This design comes from an exercise in tuning for small area, a short achievable clock period and few clock cycles per item on the open sky130 flow, not from production work. No functional check of the RTL was part of any run shown here. No activity file was given, so power comes from the tool's default toggle rates.

==> flow/design.v, too long to show whole: its modules and the start of the top module <==
// module mul_core: 1509 lines
// module mul_fu: 77 lines
module mul_fu (
    input  logic        clk,
    input  logic        rst_n,
    input  logic        in_valid,
    input  logic [3:0]  in_ctrl,
    input  logic [31:0] in_a,
    input  logic [31:0] in_b,
    input  logic [6:0]  in_tag,
    output logic        in_ready,
    output logic        out_req,
    output logic [6:0]  out_tag,
    output logic [31:0] out_data,
    input  logic        out_grant
);
  // ...
==> flow/run.sh <==
#!/bin/bash
# synth_recipe.tcl (not shown) runs the flow's synth.tcl, then flattens the netlist and writes it again
# the make line also repeats each setting of config.mk as NAME=value (left out here)
make -C /OpenROAD-flow-scripts/flow DESIGN_CONFIG=/design/flow/config.mk WORK_HOME=/design/flow/orfs CLKGATE_MAP_FILE= SYNTH_SCRIPT=/design/flow/synth_recipe.tcl finish
==> flow/config.mk <==
export PLATFORM = sky130hd
export DESIGN_NAME = mul_fu
export DESIGN_NICKNAME = mul_fu
export VERILOG_FILES = /design/flow/design.v
export SDC_FILE = /design/flow/constraint.sdc
export NUM_CORES = 4
export LEC_CHECK = 0
export CAP_MARGIN = 20
export CORE_MARGIN = 2
export CORE_UTILIZATION = 40
export SLEW_MARGIN = 20
==> flow/constraint.sdc <==
create_clock -name core_clock -period 10.0 [get_ports {clk}]
set_input_delay 2.0000 -clock core_clock [delete_from_list [all_inputs] [get_ports {clk}]]
set_output_delay 2.0000 -clock core_clock [all_outputs]
set_load 0.01 [all_outputs]
==> summary.md, run 1 <==
The number of sequential cells in the layout is 256. The leakage component of the power was 9.84 nW; the count of inverters not on the clock network in the layout was 188. Counting flops per register, the top entry is s2_mid. The peak supply drop is 0.000198 V, and the detail-routed via count per cell is 6.07. The worst slew margin relative to its limit was 17.0%. The critical path launch point is s1_b[5]$_DFFE_PP_. The fraction of power spent switching nets works out to 41.5%. The number of flip-flops in the largest register works out to 92. The flow ran to the end and the layout has no timing, DRC or antenna violations. For the detailed route wirelength on metal2, the log shows 37,100 µm. In this run the count of I/O pins placed on the die edge is 120. The number of global-route vias before repair is 19,900. The tools report the capture point of the worst path as s2_mid[91]$_DFFE_PP_. The portion of the post-synthesis area used by sequential elements was 29.2%. Clock tree synthesis found a total of 256 sinks. Static timing analysis puts the maximum clock frequency at 180 MHz.

Counting every instance in the synthesized netlist gives 2,871. The minimum setup slack in the final design is 4.43 ns, and the inserted tap cell count is 790. The multi-input combinational cells in the finished layout cover a total of 0.0156 mm². Buffers added to address setup during post-CTS repair amount to 0.

At the pin with the least slew margin, the transition time is 1.24 ns. The critical path is of the reg2reg type. The final layout contains 3,092 nets. STA classifies the critical path endpoint as a flip-flop.

Counting instances in the post-synthesis netlist gives the leading cell types as sky130_fd_sc_hd__a21oi_1 (388), sky130_fd_sc_hd__nand2_1 (236), sky130_fd_sc_hd__nor2_1 (231). In the post-synthesis netlist, the cell with the most instances is sky130_fd_sc_hd__a21oi_1. The run gives 1 as the yosys synthesis warning count. The library cell used most frequently in the layout, excluding fill and tap cells, is sky130_fd_sc_hd__a21oi_1. The largest net degree at the start of global routing was 91.

Die extent in x: 253 µm. For this block, wires on met1 add up to 33,900 µm. The total of cells resized after clock tree synthesis is 0.

The clock network burns 16.5% of the power. The highest layer touched by signal routing is met4. Summing over every cut layer, the via total after detailed routing is 21,700. Summed over the clock group, the power is 0.00116 W.
==> module mul_fu, before the edit <==
module mul_fu (
    input  logic        clk,
    input  logic        rst_n,
    input  logic        in_valid,
    input  logic [3:0]  in_ctrl,
    input  logic [31:0] in_a,
    input  logic [31:0] in_b,
    input  logic [6:0]  in_tag,
    output logic        in_ready,
    output logic        out_req,
    output logic [6:0]  out_tag,
    output logic [31:0] out_data,
    input  logic        out_grant
);
    localparam logic [3:0] ALU_MUL = 4'd1;
    localparam int MIDW = 92;
    logic              s1_v, s2_v, q0_v, q1_v;
    logic [31:0]       s1_a, s1_b;
    logic [6:0]        s1_tag, s2_tag, q0_tag, q1_tag;
    logic [MIDW-1:0]   s2_mid;
    logic [31:0]       q0_data, q1_data;
    logic [2:0]        cnt;
    logic              rdy;
    logic [MIDW-1:0]   mid_d;
    logic [31:0]       row0, row1, res;
    mul_core u_core (
        .a(s1_a), .b(s1_b), .mid_d(mid_d), .mid_q(s2_mid), .row0(row0), .row1(row1)
    );
    assign res = row0 + row1;
    logic acc, del, s2_move, s1_en, s2_en, q0_en;
    assign acc     = in_valid & rdy;
    assign del     = q0_v & out_grant;
    assign s2_move = s2_v & ~q1_v;            
    assign s2_en   = ~s2_v | s2_move;
    assign s1_en   = ~s1_v | s2_en;
    assign q0_en   = ~q0_v | del;
    always_ff @(posedge clk) begin
        if (!rst_n) begin
            s1_v <= 1'b0;
            s2_v <= 1'b0;
            q0_v <= 1'b0;
            q1_v <= 1'b0;
            cnt  <= 3'd0;
            rdy  <= 1'b1;
        end else begin
            if (s1_en) s1_v <= acc;
            if (s2_en) s2_v <= s1_v;
            if (q0_en) q0_v <= q1_v | s2_v;
            q1_v <= q1_v ? ~del : (s2_move & q0_v & ~del);
            cnt  <= cnt + {2'b0, acc} - {2'b0, del};
            rdy  <= (cnt + {2'b0, acc} - {2'b0, del}) != 3'd4;
        end
    end
    always_ff @(posedge clk) begin
        if (s1_en) begin
            s1_a   <= (in_ctrl == ALU_MUL) ? in_a : 32'd0;
            s1_b   <= in_b;
            s1_tag <= in_tag;
        end
        if (s2_en) begin
            s2_mid <= mid_d;
            s2_tag <= s1_tag;
        end
        if (!q1_v) begin
            q1_data <= res;
            q1_tag  <= s2_tag;
        end
        if (q0_en) begin
            q0_data <= q1_v ? q1_data : res;
            q0_tag  <= q1_v ? q1_tag  : s2_tag;
        end
    end
    assign in_ready = rdy;
    assign out_req  = q0_v;
    assign out_tag  = q0_tag;
    assign out_data = q0_data;
endmodule
==> inputs of run 2 (changes only) <==
--- a/flow/design.v
+++ b/flow/design.v
@@ -1,13 +1,13 @@
 module mul_core (
     input  logic [31:0] a,
     input  logic [31:0] b,
-    output logic [92-1:0] mid_d,
-    input  logic [92-1:0] mid_q,
+    output logic [119-1:0] mid_d,
+    input  logic [119-1:0] mid_q,
     output logic [31:0] row0,
     output logic [31:0] row1
 );
     logic one0;
     logic two0;
     logic neg0;
     logic [31:0] pp0;
     logic one1;
@@ -1229,224 +1229,251 @@
     assign fs178 = fc123 ^ fc124 ^ fc125;
     assign fc178 = (fc123 & fc124) | (fc123 & fc125) | (fc124 & fc125);
     assign fs179 = fs126 ^ fs127 ^ fs128;
     assign fc179 = (fs126 & fs127) | (fs126 & fs128) | (fs127 & fs128);
     assign fs180 = fc126 ^ fc127 ^ fc128;
     assign fc180 = (fc126 & fc127) | (fc126 & fc128) | (fc127 & fc128);
     assign fs181 = fs129 ^ fs130 ^ fs131;
     assign fc181 = (fs129 & fs130) | (fs129 & fs131) | (fs130 & fs131);
-    assign hs182 = pp0[4] ^ pp1[2];
-    assign hc182 = pp0[4] & pp1[2];
-    assign hs183 = pp0[5] ^ pp1[3];
-    assign hc183 = pp0[5] & pp1[3];
-    assign fs184 = pp2[2] ^ pp3[0] ^ neg3;
-    assign fc184 = (pp2[2] & pp3[0]) | (pp2[2] & neg3) | (pp3[0] & neg3);
-    assign fs185 = hc132 ^ pp2[3] ^ pp3[1];
-    assign fc185 = (hc132 & pp2[3]) | (hc132 & pp3[1]) | (pp2[3] & pp3[1]);
-    assign fs186 = hc133 ^ neg4 ^ fs134;
-    assign fc186 = (hc133 & neg4) | (hc133 & fs134) | (neg4 & fs134);
-    assign fs187 = fc134 ^ hc135 ^ fs136;
-    assign fc187 = (fc134 & hc135) | (fc134 & fs136) | (hc135 & fs136);
-    assign fs188 = fc136 ^ hc137 ^ fs138;
-    assign fc188 = (fc136 & hc137) | (fc136 & fs138) | (hc137 & fs138);
-    assign fs189 = fc138 ^ fc139 ^ fs140;
-    assign fc189 = (fc138 & fc139) | (fc138 & fs140) | (fc139 & fs140);
-    assign fs190 = fc140 ^ fc141 ^ fs142;
-    assign fc190 = (fc140 & fc141) | (fc140 & fs142) | (fc141 & fs142);
-    assign fs191 = fc142 ^ fc143 ^ fs144;
-    assign fc191 = (fc142 & fc143) | (fc142 & fs144) | (fc143 & fs144);
-    assign fs192 = fc144 ^ fc145 ^ fs146;
-    assign fc192 = (fc144 & fc145) | (fc144 & fs146) | (fc145 & fs146);
-    assign fs193 = fc146 ^ fc147 ^ fs148;
-    assign fc193 = (fc146 & fc147) | (fc146 & fs148) | (fc147 & fs148);
-    assign fs194 = fc148 ^ fc149 ^ fs150;
-    assign fc194 = (fc148 & fc149) | (fc148 & fs150) | (fc149 & fs150);
-    assign fs195 = fc150 ^ fc151 ^ fs152;
-    assign fc195 = (fc150 & fc151) | (fc150 & fs152) | (fc151 & fs152);
-    assign fs196 = fc152 ^ fc153 ^ fs154;
-    assign fc196 = (fc152 & fc153) | (fc152 & fs154) | (fc153 & fs154);
-    assign fs197 = fc154 ^ fc155 ^ fs156;
-    assign fc197 = (fc154 & fc155) | (fc154 & fs156) | (fc155 & fs156);
-    assign fs198 = fc156 ^ fc157 ^ fs158;
-    assign fc198 = (fc156 & fc157) | (fc156 & fs158) | (fc157 & fs158);
-    assign fs199 = fc158 ^ fc159 ^ fs160;
-    assign fc199 = (fc158 & fc159) | (fc158 & fs160) | (fc159 & fs160);
-    assign fs200 = fc160 ^ fc161 ^ fs162;
-    assign fc200 = (fc160 & fc161) | (fc160 & fs162) | (fc161 & fs162);
-    assign fs201 = fc162 ^ fc163 ^ fs164;
-    assign fc201 = (fc162 & fc163) | (fc162 & fs164) | (fc163 & fs164);
-    assign fs202 = fc164 ^ fc165 ^ fs166;
-    assign fc202 = (fc164 & fc165) | (fc164 & fs166) | (fc165 & fs166);
-    assign fs203 = fc166 ^ fc167 ^ fs168;
-    assign fc203 = (fc166 & fc167) | (fc166 & fs168) | (fc167 & fs168);
-    assign fs204 = fc168 ^ fc169 ^ fs170;
-    assign fc204 = (fc168 & fc169) | (fc168 & fs170) | (fc169 & fs170);
-    assign fs205 = fc170 ^ fc171 ^ fs172;
-    assign fc205 = (fc170 & fc171) | (fc170 & fs172) | (fc171 & fs172);
-    assign fs206 = fc172 ^ fc173 ^ fs174;
-    assign fc206 = (fc172 & fc173) | (fc172 & fs174) | (fc173 & fs174);
-    assign fs207 = fc174 ^ fc175 ^ fs176;
-    assign fc207 = (fc174 & fc175) | (fc174 & fs176) | (fc175 & fs176);
-    assign fs208 = fc176 ^ fc177 ^ fs178;
-    assign fc208 = (fc176 & fc177) | (fc176 & fs178) | (fc177 & fs178);
-    assign fs209 = fc178 ^ fc179 ^ fs180;
-    assign fc209 = (fc178 & fc179) | (fc178 & fs180) | (fc179 & fs180);
     assign mid_d[0] = pp0[0];
     assign mid_d[1] = neg0;
     assign mid_d[2] = pp0[1];
     assign mid_d[3] = pp0[2];
     assign mid_d[4] = pp1[0];
     assign mid_d[5] = neg1;
     assign mid_d[6] = pp0[3];
     assign mid_d[7] = pp1[1];
-    assign mid_d[8] = pp2[0];
-    assign mid_d[9] = neg2;
-    assign mid_d[10] = hs182;
-    assign mid_d[11] = hc182;
-    assign mid_d[12] = pp2[1];
-    assign mid_d[13] = hs183;
-    assign mid_d[14] = hc183;
-    assign mid_d[15] = hs132;
-    assign mid_d[16] = fs184;
-    assign mid_d[17] = fc184;
-    assign mid_d[18] = hs133;
-    assign mid_d[19] = fs185;
-    assign mid_d[20] = fc185;
-    assign mid_d[21] = hs135;
-    assign mid_d[22] = fs186;
-    assign mid_d[23] = fc186;
-    assign mid_d[24] = hs137;
-    assign mid_d[25] = fs187;
-    assign mid_d[26] = fc187;
-    assign mid_d[27] = fs139;
-    assign mid_d[28] = fs188;
-    assign mid_d[29] = fc188;
-    assign mid_d[30] = fs141;
-    assign mid_d[31] = fs189;
-    assign mid_d[32] = fc189;
-    assign mid_d[33] = fs143;
-    assign mid_d[34] = fs190;
-    assign mid_d[35] = fc190;
-    assign mid_d[36] = fs145;
-    assign mid_d[37] = fs191;
-    assign mid_d[38] = fc191;
-    assign mid_d[39] = fs147;
-    assign mid_d[40] = fs192;
-    assign mid_d[41] = fc192;
-    assign mid_d[42] = fs149;
-    assign mid_d[43] = fs193;
-    assign mid_d[44] = fc193;
-    assign mid_d[45] = fs151;
-    assign mid_d[46] = fs194;
-    assign mid_d[47] = fc194;
-    assign mid_d[48] = fs153;
-    assign mid_d[49] = fs195;
-    assign mid_d[50] = fc195;
-    assign mid_d[51] = fs155;
-    assign mid_d[52] = fs196;
-    assign mid_d[53] = fc196;
-    assign mid_d[54] = fs157;
-    assign mid_d[55] = fs197;
-    assign mid_d[56] = fc197;
-    assign mid_d[57] = fs159;
-    assign mid_d[58] = fs198;
-    assign mid_d[59] = fc198;
-    assign mid_d[60] = fs161;
-    assign mid_d[61] = fs199;
-    assign mid_d[62] = fc199;
-    assign mid_d[63] = fs163;
-    assign mid_d[64] = fs200;
-    assign mid_d[65] = fc200;
-    assign mid_d[66] = fs165;
-    assign mid_d[67] = fs201;
-    assign mid_d[68] = fc201;
-    assign mid_d[69] = fs167;
-    assign mid_d[70] = fs202;
-    assign mid_d[71] = fc202;
-    assign mid_d[72] = fs169;
-    assign mid_d[73] = fs203;
-    assign mid_d[74] = fc203;
-    assign mid_d[75] = fs171;
-    assign mid_d[76] = fs204;
-    assign mid_d[77] = fc204;
-    assign mid_d[78] = fs173;
-    assign mid_d[79] = fs205;
-    assign mid_d[80] = fc205;
-    assign mid_d[81] = fs175;
-    assign mid_d[82] = fs206;
-    assign mid_d[83] = fc206;
-    assign mid_d[84] = fs177;
-    assign mid_d[85] = fs207;
-    assign mid_d[86] = fc207;
-    assign mid_d[87] = fs179;
-    assign mid_d[88] = fs208;
-    assign mid_d[89] = fc208;
-    assign mid_d[90] = fs181;
-    assign mid_d[91] = fs209;
+    assign mid_d[8] = pp0[4];
+    assign mid_d[9] = pp1[2];
+    assign mid_d[10] = pp2[0];
+    assign mid_d[11] = neg2;
+    assign mid_d[12] = pp0[5];
+    assign mid_d[13] = pp1[3];
+    assign mid_d[14] = pp2[1];
+    assign mid_d[15] = pp2[2];
+    assign mid_d[16] = pp3[0];
+    assign mid_d[17] = neg3;
+    assign mid_d[18] = hs132;
+    assign mid_d[19] = hc132;
+    assign mid_d[20] = pp2[3];
+    assign mid_d[21] = pp3[1];
+    assign mid_d[22] = hs133;
+    assign mid_d[23] = hc133;
+    assign mid_d[24] = neg4;
+    assign mid_d[25] = fs134;
+    assign mid_d[26] = hs135;
+    assign mid_d[27] = fc134;
+    assign mid_d[28] = hc135;
+    assign mid_d[29] = fs136;
+    assign mid_d[30] = hs137;
+    assign mid_d[31] = fc136;
+    assign mid_d[32] = hc137;
+    assign mid_d[33] = fs138;
+    assign mid_d[34] = fs139;
+    assign mid_d[35] = fc138;
+    assign mid_d[36] = fc139;
+    assign mid_d[37] = fs140;
+    assign mid_d[38] = fs141;
+    assign mid_d[39] = fc140;
+    assign mid_d[40] = fc141;
+    assign mid_d[41] = fs142;
+    assign mid_d[42] = fs143;
+    assign mid_d[43] = fc142;
+    assign mid_d[44] = fc143;
+    assign mid_d[45] = fs144;
+    assign mid_d[46] = fs145;
+    assign mid_d[47] = fc144;
+    assign mid_d[48] = fc145;
+    assign mid_d[49] = fs146;
+    assign mid_d[50] = fs147;
+    assign mid_d[51] = fc146;
+    assign mid_d[52] = fc147;
+    assign mid_d[53] = fs148;
+    assign mid_d[54] = fs149;
+    assign mid_d[55] = fc148;
+    assign mid_d[56] = fc149;
+    assign mid_d[57] = fs150;
+    assign mid_d[58] = fs151;
+    assign mid_d[59] = fc150;
+    assign mid_d[60] = fc151;
+    assign mid_d[61] = fs152;
+    assign mid_d[62] = fs153;
+    assign mid_d[63] = fc152;
+    assign mid_d[64] = fc153;
+    assign mid_d[65] = fs154;
+    assign mid_d[66] = fs155;
+    assign mid_d[67] = fc154;
+    assign mid_d[68] = fc155;
+    assign mid_d[69] = fs156;
+    assign mid_d[70] = fs157;
+    assign mid_d[71] = fc156;
+    assign mid_d[72] = fc157;
+    assign mid_d[73] = fs158;
+    assign mid_d[74] = fs159;
+    assign mid_d[75] = fc158;
+    assign mid_d[76] = fc159;
+    assign mid_d[77] = fs160;
+    assign mid_d[78] = fs161;
+    assign mid_d[79] = fc160;
+    assign mid_d[80] = fc161;
+    assign mid_d[81] = fs162;
+    assign mid_d[82] = fs163;
+    assign mid_d[83] = fc162;
+    assign mid_d[84] = fc163;
+    assign mid_d[85] = fs164;
+    assign mid_d[86] = fs165;
+    assign mid_d[87] = fc164;
+    assign mid_d[88] = fc165;
+    assign mid_d[89] = fs166;
+    assign mid_d[90] = fs167;
+    assign mid_d[91] = fc166;
+    assign mid_d[92] = fc167;
+    assign mid_d[93] = fs168;
+    assign mid_d[94] = fs169;
+    assign mid_d[95] = fc168;
+    assign mid_d[96] = fc169;
+    assign mid_d[97] = fs170;
+    assign mid_d[98] = fs171;
+    assign mid_d[99] = fc170;
+    assign mid_d[100] = fc171;
+    assign mid_d[101] = fs172;
+    assign mid_d[102] = fs173;
+    assign mid_d[103] = fc172;
+    assign mid_d[104] = fc173;
+    assign mid_d[105] = fs174;
+    assign mid_d[106] = fs175;
+    assign mid_d[107] = fc174;
+    assign mid_d[108] = fc175;
+    assign mid_d[109] = fs176;
+    assign mid_d[110] = fs177;
+    assign mid_d[111] = fc176;
+    assign mid_d[112] = fc177;
+    assign mid_d[113] = fs178;
+    assign mid_d[114] = fs179;
+    assign mid_d[115] = fc178;
+    assign mid_d[116] = fc179;
+    assign mid_d[117] = fs180;
+    assign mid_d[118] = fs181;
+    assign hs182 = mid_q[8] ^ mid_q[9];
+    assign hc182 = mid_q[8] & mid_q[9];
+    assign hs183 = mid_q[12] ^ mid_q[13];
+    assign hc183 = mid_q[12] & mid_q[13];
+    assign fs184 = mid_q[15] ^ mid_q[16] ^ mid_q[17];
+    assign fc184 = (mid_q[15] & mid_q[16]) | (mid_q[15] & mid_q[17]) | (mid_q[16] & mid_q[17]);
+    assign fs185 = mid_q[19] ^ mid_q[20] ^ mid_q[21];
+    assign fc185 = (mid_q[19] & mid_q[20]) | (mid_q[19] & mid_q[21]) | (mid_q[20] & mid_q[21]);
+    assign fs186 = mid_q[23] ^ mid_q[24] ^ mid_q[25];
+    assign fc186 = (mid_q[23] & mid_q[24]) | (mid_q[23] & mid_q[25]) | (mid_q[24] & mid_q[25]);
+    assign fs187 = mid_q[27] ^ mid_q[28] ^ mid_q[29];
+    assign fc187 = (mid_q[27] & mid_q[28]) | (mid_q[27] & mid_q[29]) | (mid_q[28] & mid_q[29]);
+    assign fs188 = mid_q[31] ^ mid_q[32] ^ mid_q[33];
+    assign fc188 = (mid_q[31] & mid_q[32]) | (mid_q[31] & mid_q[33]) | (mid_q[32] & mid_q[33]);
+    assign fs189 = mid_q[35] ^ mid_q[36] ^ mid_q[37];
+    assign fc189 = (mid_q[35] & mid_q[36]) | (mid_q[35] & mid_q[37]) | (mid_q[36] & mid_q[37]);
+    assign fs190 = mid_q[39] ^ mid_q[40] ^ mid_q[41];
+    assign fc190 = (mid_q[39] & mid_q[40]) | (mid_q[39] & mid_q[41]) | (mid_q[40] & mid_q[41]);
+    assign fs191 = mid_q[43] ^ mid_q[44] ^ mid_q[45];
+    assign fc191 = (mid_q[43] & mid_q[44]) | (mid_q[43] & mid_q[45]) | (mid_q[44] & mid_q[45]);
+    assign fs192 = mid_q[47] ^ mid_q[48] ^ mid_q[49];
+    assign fc192 = (mid_q[47] & mid_q[48]) | (mid_q[47] & mid_q[49]) | (mid_q[48] & mid_q[49]);
+    assign fs193 = mid_q[51] ^ mid_q[52] ^ mid_q[53];
+    assign fc193 = (mid_q[51] & mid_q[52]) | (mid_q[51] & mid_q[53]) | (mid_q[52] & mid_q[53]);
+    assign fs194 = mid_q[55] ^ mid_q[56] ^ mid_q[57];
+    assign fc194 = (mid_q[55] & mid_q[56]) | (mid_q[55] & mid_q[57]) | (mid_q[56] & mid_q[57]);
+    assign fs195 = mid_q[59] ^ mid_q[60] ^ mid_q[61];
+    assign fc195 = (mid_q[59] & mid_q[60]) | (mid_q[59] & mid_q[61]) | (mid_q[60] & mid_q[61]);
+    assign fs196 = mid_q[63] ^ mid_q[64] ^ mid_q[65];
+    assign fc196 = (mid_q[63] & mid_q[64]) | (mid_q[63] & mid_q[65]) | (mid_q[64] & mid_q[65]);
+    assign fs197 = mid_q[67] ^ mid_q[68] ^ mid_q[69];
+    assign fc197 = (mid_q[67] & mid_q[68]) | (mid_q[67] & mid_q[69]) | (mid_q[68] & mid_q[69]);
+    assign fs198 = mid_q[71] ^ mid_q[72] ^ mid_q[73];
+    assign fc198 = (mid_q[71] & mid_q[72]) | (mid_q[71] & mid_q[73]) | (mid_q[72] & mid_q[73]);
+    assign fs199 = mid_q[75] ^ mid_q[76] ^ mid_q[77];
+    assign fc199 = (mid_q[75] & mid_q[76]) | (mid_q[75] & mid_q[77]) | (mid_q[76] & mid_q[77]);
+    assign fs200 = mid_q[79] ^ mid_q[80] ^ mid_q[81];
+    assign fc200 = (mid_q[79] & mid_q[80]) | (mid_q[79] & mid_q[81]) | (mid_q[80] & mid_q[81]);
+    assign fs201 = mid_q[83] ^ mid_q[84] ^ mid_q[85];
+    assign fc201 = (mid_q[83] & mid_q[84]) | (mid_q[83] & mid_q[85]) | (mid_q[84] & mid_q[85]);
+    assign fs202 = mid_q[87] ^ mid_q[88] ^ mid_q[89];
+    assign fc202 = (mid_q[87] & mid_q[88]) | (mid_q[87] & mid_q[89]) | (mid_q[88] & mid_q[89]);
+    assign fs203 = mid_q[91] ^ mid_q[92] ^ mid_q[93];
+    assign fc203 = (mid_q[91] & mid_q[92]) | (mid_q[91] & mid_q[93]) | (mid_q[92] & mid_q[93]);
+    assign fs204 = mid_q[95] ^ mid_q[96] ^ mid_q[97];
+    assign fc204 = (mid_q[95] & mid_q[96]) | (mid_q[95] & mid_q[97]) | (mid_q[96] & mid_q[97]);
+    assign fs205 = mid_q[99] ^ mid_q[100] ^ mid_q[101];
+    assign fc205 = (mid_q[99] & mid_q[100]) | (mid_q[99] & mid_q[101]) | (mid_q[100] & mid_q[101]);
+    assign fs206 = mid_q[103] ^ mid_q[104] ^ mid_q[105];
+    assign fc206 = (mid_q[103] & mid_q[104]) | (mid_q[103] & mid_q[105]) | (mid_q[104] & mid_q[105]);
+    assign fs207 = mid_q[107] ^ mid_q[108] ^ mid_q[109];
+    assign fc207 = (mid_q[107] & mid_q[108]) | (mid_q[107] & mid_q[109]) | (mid_q[108] & mid_q[109]);
+    assign fs208 = mid_q[111] ^ mid_q[112] ^ mid_q[113];
+    assign fc208 = (mid_q[111] & mid_q[112]) | (mid_q[111] & mid_q[113]) | (mid_q[112] & mid_q[113]);
+    assign fs209 = mid_q[115] ^ mid_q[116] ^ mid_q[117];
+    assign fc209 = (mid_q[115] & mid_q[116]) | (mid_q[115] & mid_q[117]) | (mid_q[116] & mid_q[117]);
     assign hs210 = mid_q[3] ^ mid_q[4];
     assign hc210 = mid_q[3] & mid_q[4];
     assign hs211 = mid_q[6] ^ mid_q[7];
     assign hc211 = mid_q[6] & mid_q[7];
-    assign fs212 = mid_q[8] ^ mid_q[9] ^ mid_q[10];
-    assign fc212 = (mid_q[8] & mid_q[9]) | (mid_q[8] & mid_q[10]) | (mid_q[9] & mid_q[10]);
-    assign fs213 = mid_q[11] ^ mid_q[12] ^ mid_q[13];
-    assign fc213 = (mid_q[11] & mid_q[12]) | (mid_q[11] & mid_q[13]) | (mid_q[12] & mid_q[13]);
-    assign fs214 = mid_q[14] ^ mid_q[15] ^ mid_q[16];
-    assign fc214 = (mid_q[14] & mid_q[15]) | (mid_q[14] & mid_q[16]) | (mid_q[15] & mid_q[16]);
-    assign fs215 = mid_q[17] ^ mid_q[18] ^ mid_q[19];
-    assign fc215 = (mid_q[17] & mid_q[18]) | (mid_q[17] & mid_q[19]) | (mid_q[18] & mid_q[19]);
-    assign fs216 = mid_q[20] ^ mid_q[21] ^ mid_q[22];
-    assign fc216 = (mid_q[20] & mid_q[21]) | (mid_q[20] & mid_q[22]) | (mid_q[21] & mid_q[22]);
-    assign fs217 = mid_q[23] ^ mid_q[24] ^ mid_q[25];
-    assign fc217 = (mid_q[23] & mid_q[24]) | (mid_q[23] & mid_q[25]) | (mid_q[24] & mid_q[25]);
-    assign fs218 = mid_q[26] ^ mid_q[27] ^ mid_q[28];
-    assign fc218 = (mid_q[26] & mid_q[27]) | (mid_q[26] & mid_q[28]) | (mid_q[27] & mid_q[28]);
-    assign fs219 = mid_q[29] ^ mid_q[30] ^ mid_q[31];
-    assign fc219 = (mid_q[29] & mid_q[30]) | (mid_q[29] & mid_q[31]) | (mid_q[30] & mid_q[31]);
-    assign fs220 = mid_q[32] ^ mid_q[33] ^ mid_q[34];
-    assign fc220 = (mid_q[32] & mid_q[33]) | (mid_q[32] & mid_q[34]) | (mid_q[33] & mid_q[34]);
-    assign fs221 = mid_q[35] ^ mid_q[36] ^ mid_q[37];
-    assign fc221 = (mid_q[35] & mid_q[36]) | (mid_q[35] & mid_q[37]) | (mid_q[36] & mid_q[37]);
-    assign fs222 = mid_q[38] ^ mid_q[39] ^ mid_q[40];
-    assign fc222 = (mid_q[38] & mid_q[39]) | (mid_q[38] & mid_q[40]) | (mid_q[39] & mid_q[40]);
-    assign fs223 = mid_q[41] ^ mid_q[42] ^ mid_q[43];
-    assign fc223 = (mid_q[41] & mid_q[42]) | (mid_q[41] & mid_q[43]) | (mid_q[42] & mid_q[43]);
-    assign fs224 = mid_q[44] ^ mid_q[45] ^ mid_q[46];
-    assign fc224 = (mid_q[44] & mid_q[45]) | (mid_q[44] & mid_q[46]) | (mid_q[45] & mid_q[46]);
-    assign fs225 = mid_q[47] ^ mid_q[48] ^ mid_q[49];
-    assign fc225 = (mid_q[47] & mid_q[48]) | (mid_q[47] & mid_q[49]) | (mid_q[48] & mid_q[49]);
-    assign fs226 = mid_q[50] ^ mid_q[51] ^ mid_q[52];
-    assign fc226 = (mid_q[50] & mid_q[51]) | (mid_q[50] & mid_q[52]) | (mid_q[51] & mid_q[52]);
-    assign fs227 = mid_q[53] ^ mid_q[54] ^ mid_q[55];
-    assign fc227 = (mid_q[53] & mid_q[54]) | (mid_q[53] & mid_q[55]) | (mid_q[54] & mid_q[55]);
-    assign fs228 = mid_q[56] ^ mid_q[57] ^ mid_q[58];
-    assign fc228 = (mid_q[56] & mid_q[57]) | (mid_q[56] & mid_q[58]) | (mid_q[57] & mid_q[58]);
-    assign fs229 = mid_q[59] ^ mid_q[60] ^ mid_q[61];
-    assign fc229 = (mid_q[59] & mid_q[60]) | (mid_q[59] & mid_q[61]) | (mid_q[60] & mid_q[61]);
-    assign fs230 = mid_q[62] ^ mid_q[63] ^ mid_q[64];
-    assign fc230 = (mid_q[62] & mid_q[63]) | (mid_q[62] & mid_q[64]) | (mid_q[63] & mid_q[64]);
-    assign fs231 = mid_q[65] ^ mid_q[66] ^ mid_q[67];
-    assign fc231 = (mid_q[65] & mid_q[66]) | (mid_q[65] & mid_q[67]) | (mid_q[66] & mid_q[67]);
-    assign fs232 = mid_q[68] ^ mid_q[69] ^ mid_q[70];
-    assign fc232 = (mid_q[68] & mid_q[69]) | (mid_q[68] & mid_q[70]) | (mid_q[69] & mid_q[70]);
-    assign fs233 = mid_q[71] ^ mid_q[72] ^ mid_q[73];
-    assign fc233 = (mid_q[71] & mid_q[72]) | (mid_q[71] & mid_q[73]) | (mid_q[72] & mid_q[73]);
-    assign fs234 = mid_q[74] ^ mid_q[75] ^ mid_q[76];
-    assign fc234 = (mid_q[74] & mid_q[75]) | (mid_q[74] & mid_q[76]) | (mid_q[75] & mid_q[76]);
-    assign fs235 = mid_q[77] ^ mid_q[78] ^ mid_q[79];
-    assign fc235 = (mid_q[77] & mid_q[78]) | (mid_q[77] & mid_q[79]) | (mid_q[78] & mid_q[79]);
-    assign fs236 = mid_q[80] ^ mid_q[81] ^ mid_q[82];
-    assign fc236 = (mid_q[80] & mid_q[81]) | (mid_q[80] & mid_q[82]) | (mid_q[81] & mid_q[82]);
-    assign fs237 = mid_q[83] ^ mid_q[84] ^ mid_q[85];
-    assign fc237 = (mid_q[83] & mid_q[84]) | (mid_q[83] & mid_q[85]) | (mid_q[84] & mid_q[85]);
-    assign fs238 = mid_q[86] ^ mid_q[87] ^ mid_q[88];
-    assign fc238 = (mid_q[86] & mid_q[87]) | (mid_q[86] & mid_q[88]) | (mid_q[87] & mid_q[88]);
-    assign fs239 = mid_q[89] ^ mid_q[90] ^ mid_q[91];
-    assign fc239 = (mid_q[89] & mid_q[90]) | (mid_q[89] & mid_q[91]) | (mid_q[90] & mid_q[91]);
+    assign fs212 = mid_q[10] ^ mid_q[11] ^ hs182;
+    assign fc212 = (mid_q[10] & mid_q[11]) | (mid_q[10] & hs182) | (mid_q[11] & hs182);
+    assign fs213 = hc182 ^ mid_q[14] ^ hs183;
+    assign fc213 = (hc182 & mid_q[14]) | (hc182 & hs183) | (mid_q[14] & hs183);
+    assign fs214 = hc183 ^ mid_q[18] ^ fs184;
+    assign fc214 = (hc183 & mid_q[18]) | (hc183 & fs184) | (mid_q[18] & fs184);
+    assign fs215 = fc184 ^ mid_q[22] ^ fs185;
+    assign fc215 = (fc184 & mid_q[22]) | (fc184 & fs185) | (mid_q[22] & fs185);
+    assign fs216 = fc185 ^ mid_q[26] ^ fs186;
+    assign fc216 = (fc185 & mid_q[26]) | (fc185 & fs186) | (mid_q[26] & fs186);
+    assign fs217 = fc186 ^ mid_q[30] ^ fs187;
+    assign fc217 = (fc186 & mid_q[30]) | (fc186 & fs187) | (mid_q[30] & fs187);
+    assign fs218 = fc187 ^ mid_q[34] ^ fs188;
+    assign fc218 = (fc187 & mid_q[34]) | (fc187 & fs188) | (mid_q[34] & fs188);
+    assign fs219 = fc188 ^ mid_q[38] ^ fs189;
+    assign fc219 = (fc188 & mid_q[38]) | (fc188 & fs189) | (mid_q[38] & fs189);
+    assign fs220 = fc189 ^ mid_q[42] ^ fs190;
+    assign fc220 = (fc189 & mid_q[42]) | (fc189 & fs190) | (mid_q[42] & fs190);
+    assign fs221 = fc190 ^ mid_q[46] ^ fs191;
+    assign fc221 = (fc190 & mid_q[46]) | (fc190 & fs191) | (mid_q[46] & fs191);
+    assign fs222 = fc191 ^ mid_q[50] ^ fs192;
+    assign fc222 = (fc191 & mid_q[50]) | (fc191 & fs192) | (mid_q[50] & fs192);
+    assign fs223 = fc192 ^ mid_q[54] ^ fs193;
+    assign fc223 = (fc192 & mid_q[54]) | (fc192 & fs193) | (mid_q[54] & fs193);
+    assign fs224 = fc193 ^ mid_q[58] ^ fs194;
+    assign fc224 = (fc193 & mid_q[58]) | (fc193 & fs194) | (mid_q[58] & fs194);
+    assign fs225 = fc194 ^ mid_q[62] ^ fs195;
+    assign fc225 = (fc194 & mid_q[62]) | (fc194 & fs195) | (mid_q[62] & fs195);
+    assign fs226 = fc195 ^ mid_q[66] ^ fs196;
+    assign fc226 = (fc195 & mid_q[66]) | (fc195 & fs196) | (mid_q[66] & fs196);
+    assign fs227 = fc196 ^ mid_q[70] ^ fs197;
+    assign fc227 = (fc196 & mid_q[70]) | (fc196 & fs197) | (mid_q[70] & fs197);
+    assign fs228 = fc197 ^ mid_q[74] ^ fs198;
+    assign fc228 = (fc197 & mid_q[74]) | (fc197 & fs198) | (mid_q[74] & fs198);
+    assign fs229 = fc198 ^ mid_q[78] ^ fs199;
+    assign fc229 = (fc198 & mid_q[78]) | (fc198 & fs199) | (mid_q[78] & fs199);
+    assign fs230 = fc199 ^ mid_q[82] ^ fs200;
+    assign fc230 = (fc199 & mid_q[82]) | (fc199 & fs200) | (mid_q[82] & fs200);
+    assign fs231 = fc200 ^ mid_q[86] ^ fs201;
+    assign fc231 = (fc200 & mid_q[86]) | (fc200 & fs201) | (mid_q[86] & fs201);
+    assign fs232 = fc201 ^ mid_q[90] ^ fs202;
+    assign fc232 = (fc201 & mid_q[90]) | (fc201 & fs202) | (mid_q[90] & fs202);
+    assign fs233 = fc202 ^ mid_q[94] ^ fs203;
+    assign fc233 = (fc202 & mid_q[94]) | (fc202 & fs203) | (mid_q[94] & fs203);
+    assign fs234 = fc203 ^ mid_q[98] ^ fs204;
+    assign fc234 = (fc203 & mid_q[98]) | (fc203 & fs204) | (mid_q[98] & fs204);
+    assign fs235 = fc204 ^ mid_q[102] ^ fs205;
+    assign fc235 = (fc204 & mid_q[102]) | (fc204 & fs205) | (mid_q[102] & fs205);
+    assign fs236 = fc205 ^ mid_q[106] ^ fs206;
+    assign fc236 = (fc205 & mid_q[106]) | (fc205 & fs206) | (mid_q[106] & fs206);
+    assign fs237 = fc206 ^ mid_q[110] ^ fs207;
+    assign fc237 = (fc206 & mid_q[110]) | (fc206 & fs207) | (mid_q[110] & fs207);
+    assign fs238 = fc207 ^ mid_q[114] ^ fs208;
+    assign fc238 = (fc207 & mid_q[114]) | (fc207 & fs208) | (mid_q[114] & fs208);
+    assign fs239 = fc208 ^ mid_q[118] ^ fs209;
+    assign fc239 = (fc208 & mid_q[118]) | (fc208 & fs209) | (mid_q[118] & fs209);
     assign row0[0] = mid_q[0];
     assign row1[0] = mid_q[1];
     assign row0[1] = mid_q[2];
     assign row1[1] = 1'b0;
     assign row0[2] = mid_q[5];
     assign row1[2] = hs210;
     assign row0[3] = hc210;
     assign row1[3] = hs211;
@@ -1517,17 +1544,17 @@
     input  logic [6:0]  in_tag,
     output logic        in_ready,
     output logic        out_req,
     output logic [6:0]  out_tag,
     output logic [31:0] out_data,
     input  logic        out_grant
 );
     localparam logic [3:0] ALU_MUL = 4'd1;
-    localparam int MIDW = 92;
+    localparam int MIDW = 119;
     logic              s1_v, s2_v, q0_v, q1_v;
     logic [31:0]       s1_a, s1_b;
     logic [6:0]        s1_tag, s2_tag, q0_tag, q1_tag;
     logic [MIDW-1:0]   s2_mid;
     logic [31:0]       q0_data, q1_data;
     logic [2:0]        cnt;
     logic              rdy;
     logic [MIDW-1:0]   mid_d;
==> run 2 against run 1 <==
Still clean. Combinational power grew 19%. Clock skew grew 0.0095 ns. Worst setup slack gained 0.58 ns. Total power grew 16%. Core utilization grew 0.47 points. Sequential power grew 8%. Sequential share of layout area grew 1.3 points. Die area grew 5.4%. Synthesized cell count grew 6.2%. Clock power grew 21%. Clock-buffer cell count grew 10. Critical path type unchanged.
==> summary.md, run 2 <==
The run finished with no timing, DRC or antenna violations. Path type of the worst min-delay path: reg2reg. Once detailed placement completed, the half-perimeter wirelength came to 55,500 µm. The count of final max-slew check failures is 0, and the starting utilization of the core area is 40.4%.

The portion of the post-synthesis area used by sequential elements was 30.8% (+1.6 points); the worst-case reg-to-reg path depth was 16. The critical-path maximum fanout works out to 101. Largest stage delay on the critical path: 0.84 ns. The logs give 0.0275 mm² for the placed cell area and 0.0645 mm² for the area of the core region.

The mapped netlist covers 0.0261 mm². The logs give 24.8% for the sequential fraction of design power and 3,380 for the number of nets produced by synthesis. The time the worst path needs with I/O delays and setup works out to 4.99 ns. The floorplan has 93 rows.

Traced cell by cell, the critical path runs through buf_4, buf_4, and2_1, a21oi_1, o22ai_1, a21oi_1, fa_1, fa_1, xnor2_1, xnor2_1, xnor2_1, xnor2_1, xnor2_1, xnor2_1, xnor2_1, xnor3_1. The average instance in the mapped netlist occupies 8.55 µm². For the yosys synthesis warning count, the log shows 1 (unchanged). Sort of element at the start of the critical path: a flip-flop.

The startpoint-to-endpoint class of the critical path is reg2reg. In the layout the commonest cells are sky130_fd_sc_hd__nand2_1 (445), sky130_fd_sc_hd__a21oi_1 (335), sky130_fd_sc_hd__edfxtp_1 (236). For the required time of the critical path, the log shows 10.32 ns.

Combinational logic burns 58.1% of the power. The finished cells cover 0.0288 mm². The fraction of power spent switching nets works out to 42.5% (+1.0 points).

The chip height works out to 259 µm. In this run the most used layer during global routing was met2. The number of storage elements in the synthesis netlist was 283.

The starting DRC count in detailed routing came out at 1,965. For the largest net degree at the start of global routing, the log shows 183 (+100%). For met2 alone, demand over resource in global routing was 38.3%. The run gives 3,264 (+5.6%) as the final net count. Slew of the pin with the lowest slew margin: 1.02 ns (-0.221 ns).

The worst setup path is captured at a flip-flop. The logs give 32.2% (+15 points) for the worst slew margin relative to its limit and 0.0672 mm² for the area enclosed by the die boundary. The count of final setup violators was 0. Buffers inserted during clock tree synthesis total 37.

Global routing used 2.65% of the available met3 tracks. Summed over all instances, the cell type with the most area after synthesis is sky130_fd_sc_hd__edfxtp_1. The layout has 6,202 filler cells.

The tools report the latest clock arrival within the worst-skew pair as 0.58 ns. Peak supply drop: 0.000309 V (+56%). The area of the multi-input gates is 0.0161 mm² (+3.2%). The repair_antennas step left the layout with diodes totalling 0. The total grt overflow is 0, and the clock transition at the register clock pins on the worst setup and hold paths after CTS is 0.06 ns.

The final setup TNS was 0 ns. Counting tap cells, the placed design contains a total of 3,748 instances. For this run, the leading register cell type out of synthesis is sky130_fd_sc_hd__edfxtp_1. Ranked by total cell area, the synthesized netlist is headed by sky130_fd_sc_hd__edfxtp_1 (27%), sky130_fd_sc_hd__fa_1 (15%), sky130_fd_sc_hd__a21oi_1 (6.4%).

Buffers placed on the I/O ports in this run total 119. In this run the number of H-tree levels came out at 2. The register with the most flip-flops was s2_mid.

The most frequent cell on the critical path was sky130_fd_sc_hd__xnor2_1. Along the worst hold path, the cell count comes to 0. The sequential cells in the finished layout cover a total of 0.00803 mm². Synthesis instantiated 69 different standard cells from the library. The detail-routed via count per cell works out to 5.81 (-4.4%).

In the final routed layout, each cell accounts on average for 20.6 µm. The number of setup buffers added after CTS was 0 (unchanged). TritonCTS built the clock tree. The placer congestion estimate was 0.895.

The tools report the total of cells resized after clock tree synthesis as 0 (unchanged). The die extent in x is 259 µm (+2.7%), and the hold violation count in the final report is 0. The tools report the share of total power in the clock network as 17.1% (+0.6 points).

The internal power of the cells totals 0.00472 W. For the final database, setup skew stands at 0.0226 ns. The post-detailed-route count of antenna-violating nets is 0. STA puts the critical path data arrival time at 5.31 ns. The cell count after synthesis came out at 3,049 (+6.2%).

Cells with a size suffix above 1 make up 4.93% of the layout. The post-cts hold buffer count is 0, and the wire length of the first global-routing pass is 123,000 µm. The run gives 200 MHz (+12%) as the maximum frequency from static timing analysis.

Yosys mapped a number of flops with a built-in enable equal to 236. For the number of clock sinks, the log shows 283 (+11%). The most frequent standard cell in the layout excluding fill and tap cells was sky130_fd_sc_hd__nand2_1. Of the post-synthesis cell area, the dominant cell type holds 27.2%.

In this run the power spent charging and discharging nets is 0.00349 W. The total global-route track usage is 23.2%, and the number of max-cap violations is 0. The met1 usage in global routing is 31.6%. In the routed design, unresolved DRC markers number 0. The most frequent cell after synthesis is sky130_fd_sc_hd__nand2_1. The number of global-route vias before repair was 20,800 (+4.3%).

From synthesis to final layout, the design area changed by 10.6%. The total power density per cell area is 285 mW/mm², and the leakage component of the power is 10.4 nW (+5.7%). The post-route non-filler standard cell count is 3,816. The number of top-level pins was 120 (unchanged); the initial antenna violation count was 0.

The via count is 22,200 (+2.0%), and the worst-case clock buffer depth is 3. The first TritonRoute pass finished after 6 iterations. The number of flip-flops in the largest register is 119 (+29%), and the ratio of final minimum period to clock period is 49.9%. Ranked by instance count, the synthesized netlist is headed by sky130_fd_sc_hd__nand2_1 (446), sky130_fd_sc_hd__a21oi_1 (335), sky130_fd_sc_hd__clkbuf_1 (245). The final layout contains routed wiring with a total length of 78,600 µm. The total power of the final layout is 0.00821 W. The tools report the cell chosen for the clock root as sky130_fd_sc_hd__clkbuf_16. After synthesis, the share of flip-flops with an asynchronous set or reset is 0%.

Critical path's slowest cell: sky130_fd_sc_hd__buf_4. Setup repair after global routing left no endpoint under its margin.
run 2: changes by cell type after synthesis, sizes merged, moves of 31 or more:
cell / change
a22oi: -34
clkbuf: +31
maj3: +64
a21oi: -54
nor2: -82
nor2b: +55
nand2: +210
a211oi: -92
run 2: worst paths after layout:
| check | start | to | slack (ns) |
|---|---|---|---|
| max | s1_b[3]$_DFFE_PP_ | s2_mid[118]$_DFFE_PP_ | 5.01 |
| min reg2reg | s1_tag[6]$_DFFE_PP_ | s2_tag[6]$_DFFE_PP_ | 0.43 |
| max reg2reg | s1_b[3]$_DFFE_PP_ | s2_mid[118]$_DFFE_PP_ | 5.01 |
| min | s1_tag[6]$_DFFE_PP_ | s2_tag[6]$_DFFE_PP_ | 0.43 |
run 2: logic make-up after synthesis:
group	synth area share [%]
AOI/OAI and AO/OA	21.3
and+or+nand+nor	14.8
buffers and inverters	7.55
adders and majority gates	21.2
DFF	30.8
xor gates and xnor gates	3.34
muxes	0.984
run 2: power groups by stage:
stage / clock network [W] / registers, W / logic (W)
finish: 0.00140 / 0.00203 / 0.00477
global route: 0.00149 / 0.00207 / 0.00536
CTS: 0.00144 / 0.00204 / 0.00477
detailed placement: 0 / 0.00206 / 0.00475
global placement: 0 / 0.00205 / 0.00459
floorplan: 0 / 0.00204 / 0.00338
run 2: critical path: cells and delay by family (launching register included):
| family | cells | cell delay, ns |
|---|---|---|
| flops | 1 | 0.31 |
| compound gates | 3 | 0.32 |
| fa+ha+maj | 2 | 0.94 |
| buf+inv | 2 | 1.32 |
| simple gates | 1 | 0.25 |
| xor+xnor | 8 | 1.54 |
run 2: cell type report:
type	instances	share of cell area [%]
well taps	855	3.71
multi-input cells	2246	55.9
clock buffers	45	3.46
repair buffers	168	5.48
clock inverters	22	1.05
flip-flops and latches	283	27.9
inverters	197	2.57
run 2: per-layer routing:
layer	share of wire [%]	vias up
li1	-	10400
met1	44	10800
met5	0	-
met4	3.6	0
met3	5.9	141
met2	47	824
run 2: per-stage QoR:
step	hold slack [ns]	worst slack (ns)	utilization, %
floorplan	0.400	5.70	-
global placement	0.403	5.10	42.7
detailed placement	0.406	5.07	42.7
CTS	0.420	5.05	44.7
global route	0.430	4.64	44.7
finish	0.425	5.01	44.7

what the ideal ports hide:
In the flow no input, the clock included, has a driving cell. The finished layouts below were timed again as built, in two steps.
Step 1 (the two cells are an assumption about what drives the block):
set clk [get_ports {clk}]
set_driving_cell -lib_cell sky130_fd_sc_hd__clkbuf_16 $clk
set_driving_cell -lib_cell sky130_fd_sc_hd__buf_2 [delete_from_list [all_inputs] $clk]
Step 2 also shifts input and output timing later by t, the mid clock arrival at the registers, as if the neighbouring blocks saw the same clock.
a / b / c = ideal ports / drivers / drivers and shift; a / b = the first two.
| run | t, ns | setup WS [ns] | hold slack, ns |
|---|---|---|---|
| run 1 | 0.668 | 4.430 / 4.430 / 4.430 | 0.416 / 0.416 / 0.416 |
| run 2 | 0.626 | 5.006 / 5.006 / 5.006 | 0.425 / 0.425 / 0.425 |
After both steps every run listed still meets setup and hold.
